This design comes from an exercise in tuning for small area on the open sky130 flow, not from production work.
Only simulation tests tie the RTL to the original design; equivalence was not proved.
No driver is modelled on the clock port, so clock power and skew are understated where the tree is cut down; a real chip needs a root buffer or a tree.
Power and IR drop assume default switching activity.

before:
==> flow/design.v (excerpt) <==
module stopwatch
    (
        input  wire       clk100MHz,  
        input  wire       rst,        
        input  wire       start,      
        input  wire       stop,       
        input  wire [7:0] sw,         
        output wire [6:0] sseg_ca,    
        output wire [3:0] sseg_an,    
        output wire [9:0] LED         
    );
Size: about 49 flip-flops, ~33 I/O pins.
Settings: LEC_CHECK=0, CAP_MARGIN=20, CORE_MARGIN=2, CORE_UTILIZATION=40, SLEW_MARGIN=20; clock period 12.5 ns.
run.sh (not shown) runs the stock make flow with config.mk's settings and CLKGATE_MAP_FILE= SYNTH_SCRIPT=/design/flow/synth_recipe.tcl, a recipe that flattens the netlist after the stock synthesis.
Here is what was changed in the inputs of after compared with before.
==> flow/flow/run.sh (new file) <==
#!/bin/bash
# Standard ORFS layout (the standard.sh) with area-oriented changes:
#  - synthesis: the standard synthesis script, with an area-oriented ABC
#    script (flow/abc_area.script) in place of the speed-oriented one
#  - port buffers: buf_1 instead of the default buffer
#  - CTS: small clock buffers, no dummy loads
#  - after CTS: downsize gates that have slack (flow/post_cts.tcl)
# Each tool's output goes to ORFS's logs plus synth.log / layout.log here.
set -euo pipefail
here=$(pwd)
CTS_BUFS="sky130_fd_sc_hd__clkbuf_16"
CTS_EXTRA="-sink_clustering_size 50 -sink_clustering_max_diameter 500"
rm -rf "$here/scripts_area"
cp -r "$FLOW_HOME/scripts" "$here/scripts_area"
cp "$here/flow/abc_area.script" "$here/scripts_area/abc_speed.script"
bash standard.sh synth SCRIPTS_DIR="$here/scripts_area" > "$here/synth.log" 2>&1
bash standard.sh finish \
  BUFFER_PORTS_ARGS="-buffer_cell sky130_fd_sc_hd__buf_1" \
  CTS_ARGS="-sink_clustering_enable -repair_clock_nets -buf_list {$CTS_BUFS} -dont_use_dummy_load $CTS_EXTRA" \
  POST_CTS_TCL="$here/flow/post_cts.tcl" > "$here/layout.log" 2>&1
==> flow/flow/abc_area.script (new file) <==
strash
balance
rewrite
refactor
balance
rewrite
rewrite -z
balance
refactor -z
rewrite -z
balance
dc2
dch -f
map -a
==> flow/flow/post_cts.tcl (new file) <==
# Downsize cells off the critical path (there is ample slack), then re-legalize.
estimate_parasitics -placement
repair_timing -recover_power 100 -verbose
detailed_placement
check_placement -verbose
==> flow/standard.sh (new file) <==
#!/bin/bash
# synth_recipe.tcl (not shown) runs the flow's synth.tcl, then flattens the netlist and writes it again
# the make line also repeats each setting of config.mk as NAME=value (left out here)
make -C /OpenROAD-flow-scripts/flow DESIGN_CONFIG=/design/flow/config.mk WORK_HOME=/design/flow/orfs CLKGATE_MAP_FILE= SYNTH_SCRIPT=/design/flow/synth_recipe.tcl "${@:-finish}"
removed: flow/run.sh
Notes after the runs:
after | stages: all done | timing, DRC, antenna: all pass
after vs before: half-perimeter wire length of the detailed placement result up slightly
after does better than before on design area.
The layout overhead on the synthesized area of after falls short of that of before by 2.8 points.
after leaves less setup margin than before.
[diff] final wirelength, after relative to before: improvement
after: switching component of the power lower than before
after against before; post-detailed-route via-to-cell ratio is down slightly.
Row arrival time of the worst setup path: after higher / before lower
Gate count of the mapped netlist (after vs. before) increases by a few percent
In after, the switching part of the total came out 2.3 points below the value in before.
When the final numbers for before and after were put side by side, the final worst-path cycle share turned out to be smaller in before.

========
Starting RTL as in the previous note.
clock: 12.5 ns
lec_check: 0
cap_margin: 20
core_margin: 2
core_utilization: 40
slew_margin: 20
standard.sh (not shown) runs the stock make flow with config.mk's settings and CLKGATE_MAP_FILE= SYNTH_SCRIPT=/design/flow/synth_recipe.tcl, a recipe that flattens the netlist after the stock synthesis.
==> flow/flow/run.sh <==
#!/bin/bash
# Standard layout, logged.
bash standard.sh > standard.log 2>&1
Rerun with:
==> flow/flow/run.sh (replaced) <==
#!/bin/bash
# Standard ORFS layout (the standard.sh) with area-oriented changes:
#  - synthesis: the standard synthesis script, with an area-oriented ABC
#    script (flow/abc_area.script) in place of the speed-oriented one, and
#    without the half/full-adder extraction (ADDER_MAP_FILE empty), so that
#    ABC maps all the logic (register names and types are unchanged)
#  - port buffers: buf_1 instead of the default buffer
#  - CTS: small clock buffers, no dummy loads
#  - after CTS: downsize gates that have slack (flow/post_cts.tcl)
# Each tool's output goes to ORFS's logs plus synth.log / layout.log here.
set -euo pipefail
here=$(pwd)
CTS_BUFS="sky130_fd_sc_hd__clkbuf_8"
CTS_EXTRA=""
rm -rf "$here/scripts_area"
cp -r "$FLOW_HOME/scripts" "$here/scripts_area"
cp "$here/flow/abc_area.script" "$here/scripts_area/abc_speed.script"
bash standard.sh synth SCRIPTS_DIR="$here/scripts_area" ADDER_MAP_FILE= > "$here/synth.log" 2>&1
bash standard.sh finish \
  BUFFER_PORTS_ARGS="-buffer_cell sky130_fd_sc_hd__buf_1" \
  CTS_ARGS="-sink_clustering_enable -repair_clock_nets -buf_list {$CTS_BUFS} -dont_use_dummy_load $CTS_EXTRA" \
  POST_CTS_TCL="$here/flow/post_cts.tcl" > "$here/layout.log" 2>&1
==> flow/flow/abc_area.script (new file) <==
strash
balance
rewrite
refactor
balance
rewrite
rewrite -z
balance
refactor -z
rewrite -z
balance
dc2
&get -n
&dch -f
&nf -p -R 1000
&put
==> flow/flow/post_cts.tcl (new file) <==
# Downsize cells off the critical path (there is ample slack), then re-legalize.
estimate_parasitics -placement
repair_timing -recover_power 100 -verbose
detailed_placement
check_placement -verbose
Routed wire length is lower by about a fifth. Non-clock buffer count is higher by 1. Area after synthesis is lower by about a fifth. Clock power is lower by a quarter to a third. Power is lower by roughly a tenth.
Rerun with:
==> flow/flow/run.sh (replaced) <==
#!/bin/bash
# Standard ORFS layout with area-oriented changes:
#  - synthesis: the standard synthesis script, with an area-oriented ABC script
#  - port buffers: buf_1 instead of the default buffer
#  - CTS: clkbuf_4/clkbuf_8 tree, no dummy loads
#  - after CTS: downsize gates that have slack
set -euo pipefail
here=$(pwd)
rm -rf "$here/scripts_area"
cp -r "$FLOW_HOME/scripts" "$here/scripts_area"
cp "$here/flow/abc_area.script" "$here/scripts_area/abc_speed.script"
bash standard.sh synth SCRIPTS_DIR="$here/scripts_area" > "$here/synth.log" 2>&1
bash standard.sh finish \
  BUFFER_PORTS_ARGS="-buffer_cell sky130_fd_sc_hd__buf_1" \
  CTS_ARGS="-sink_clustering_enable -repair_clock_nets -buf_list {sky130_fd_sc_hd__clkbuf_4 sky130_fd_sc_hd__clkbuf_8} -dont_use_dummy_load" \
  POST_CTS_TCL="$here/flow/post_cts.tcl" > "$here/layout.log" 2>&1
==> flow/flow/abc_area.script (replaced) <==
strash
balance
rewrite
refactor
balance
rewrite
rewrite -z
balance
refactor -z
rewrite -z
balance
dch -f
map -a
Result: The changed run passed the timing, design-rule and antenna checks; synthesized cell count rises by 29%; sequential share of layout area falls by 3.5 points; routed wire length rises by about 17%; combinational power rises by about 0.6%.

========
Setup of raven:
stopwatch, a different RTL version from the one above (not shown whole).
Size: about 240 cells after synthesis, about 49 flip-flops.
## stopwatch
module stopwatch
    (
        input  wire       clk100MHz,  
        input  wire       rst,        
        input  wire       start,      
        input  wire       stop,       
        input  wire [7:0] sw,         
        output wire [6:0] sseg_ca,    
        output wire [3:0] sseg_an,    
        output wire [9:0] LED         
    );
    logic [10:0] t;
    logic [10:0] t_q;            
    localparam [10:0] T_INV = 11'b11111000100;
    assign t = t_q ^ T_INV;
    wire tick_disp  = &t[2:0];
    wire tick_count = t[5] & ~t[4] & ~t[3] & ~t[2] & t[1] & t[0];  
    always_ff @(posedge clk100MHz, posedge rst)
        if (rst) t_q <= 11'd4 ^ T_INV;
        else     t_q <= (t + 11'd1) ^ T_INV;
    logic       running;
    logic [3:0] d0, d1, d2, d3;   
    logic [2:0] d4;               
    wire run_nxt = (start & ~stop) | (running & ~(stop & ~start));
    wire inc     = tick_count & run_nxt;
    wire c0 = inc & d0[3] & d0[0];
    wire c1 = c0  & d1[3] & d1[0];
    wire c2 = c1  & d2[3] & d2[0];
    wire c3 = c2  & d3[3] & d3[0];
    wire wrap = inc & d4[2] & d4[1] & d3[2] & d3[0] & d2[2] & d2[0]
                    & d1[1] & d1[0] & d0[2] & d0[0];
    function automatic [3:0] dec_inc(input [3:0] d);
        dec_inc[0] = ~d[0];
        dec_inc[1] = d[1] ^ (d[0] & ~d[3]);
        dec_inc[2] = d[2] ^ (d[0] & d[1]);
        dec_inc[3] = (d[3] & ~d[0]) | (d[2] & d[1] & d[0]);
    endfunction
    always_ff @(posedge clk100MHz, posedge rst)
        if (rst) running <= 1'b0;
        else if (tick_count) running <= run_nxt;
    always_ff @(posedge clk100MHz, posedge rst)
        if (rst) begin
  ...
clock: 12.5 ns
lec_check: 0
cap_margin: 0
core_margin: 2
core_utilization: 40
slew_margin: 0
==> flow/flow/run.sh <==
#!/bin/bash
# Standard ORFS layout (the standard.sh) with area-oriented changes:
#  - synthesis: the standard synthesis script, with an area-oriented ABC
#    script (flow/abc_area.script) in place of the speed-oriented one, and
#    without the half/full-adder extraction (ADDER_MAP_FILE empty), so that
#    ABC maps all the logic (register names and types are unchanged)
#  - port buffers: buf_1 instead of the default buffer
#  - CTS: no dummy loads; after CTS (flow/post_cts.tcl) the clock tree is
#    rebuilt as one level of clock buffers driven by the clock port
#    (flow/recluster.tcl), the reset inverter is sized to drive all the
#    reset pins, and gates with slack are downsized
# Each tool's output goes to ORFS's logs plus synth.log / layout.log here.
set -euo pipefail
here=$(pwd)
CTS_BUFS="sky130_fd_sc_hd__clkbuf_8"
CTS_EXTRA=""
rm -rf "$here/scripts_area"
cp -r "$FLOW_HOME/scripts" "$here/scripts_area"
cp "$here/flow/abc_area.script" "$here/scripts_area/abc_speed.script"
bash standard.sh synth SCRIPTS_DIR="$here/scripts_area" ADDER_MAP_FILE= > "$here/synth.log" 2>&1
bash standard.sh finish \
  BUFFER_PORTS_ARGS="-buffer_cell sky130_fd_sc_hd__buf_1" \
  CTS_ARGS="-sink_clustering_enable -repair_clock_nets -buf_list {$CTS_BUFS} -dont_use_dummy_load $CTS_EXTRA" \
  POST_CTS_TCL="$here/flow/post_cts.tcl" > "$here/layout.log" 2>&1
Other scripts of this flow, unchanged in this note and not shown: flow/flow/abc_area.script, flow/flow/post_cts.tcl, flow/flow/recluster.tcl
#### Input delta (amber over raven)
# raven
export LEC_CHECK = 0
export CAP_MARGIN = 0
export CORE_MARGIN = 2
export CORE_UTILIZATION = 40
export SLEW_MARGIN = 0
create_clock -name core_clock -period 12.5 [get_ports {clk100MHz}]
# amber
export LEC_CHECK = 0
export CAP_MARGIN = 20
export CORE_MARGIN = 2
export CORE_UTILIZATION = 40
export SLEW_MARGIN = 20
create_clock -name core_clock -period 12.5 [get_ports {clk100MHz}]
Results
raven and amber ended up with nearly the same multi-input gate share of total cell area.
Smallest setup slack after layout: amber vs raven up 0.059 ns
Comparing amber with raven, the utilization came out essentially unchanged.
Diff amber..raven | number of tap cells inserted | unchanged
Reported for raven and amber, simple logic cell fraction of the synthesized area turned out identical to the last digit.
Looking at wire length on met3, amber sits about 3% higher than raven does.
Compared to raven, the routing of amber uses less wire.
In every run of this note, the design's own scripts or RTL, not TritonCTS, make the clock network.

port drivers added, routing unchanged:
No port has a modelled driver above. Below, the same layouts with a new extraction and two added sets of constraints. Step 1 assumes that a clkbuf_16 drives the clock port and a buf_2 every other input. Step 2 also shifts input and output timing later by t, the mid clock arrival at the registers, as if the neighbouring blocks saw the same clock. Slacks: ideal / step 1 / step 2; pairs: ideal / step 1.
run	t (ns)	setup WS [ns]	clock arrival spread, ns	worst slew at a driven data input, ns	cell pins on the clock port's net
before	0.328	7.456 / 7.431 / 7.759	0.005 / 0.006	0.03	1
after	0.310	7.396 / 7.363 / 7.656	0.015 / 0.016	0.03	1
the first run of note 2	0.328	7.456 / 7.431 / 7.759	0.005 / 0.006	0.03	1
the second run of note 2	0.320	7.739 / 7.709 / 7.547	0.012 / 0.012	0.03	1
the third run of note 2	0.312	7.605 / 7.578 / 7.567	0.020 / 0.021	0.04	1
raven	0.202	7.800 / 7.826 / 7.624	0.010 / 0.010	0.03	3
amber	0.204	7.859 / 7.832 / 7.681	0.006 / 0.006	0.03	3
After both steps every run listed still meets setup and hold. For the second run of note 2, which loses most, drivers alone change the setup slack by -0.030 ns; drivers and shift together by -0.192 ns.
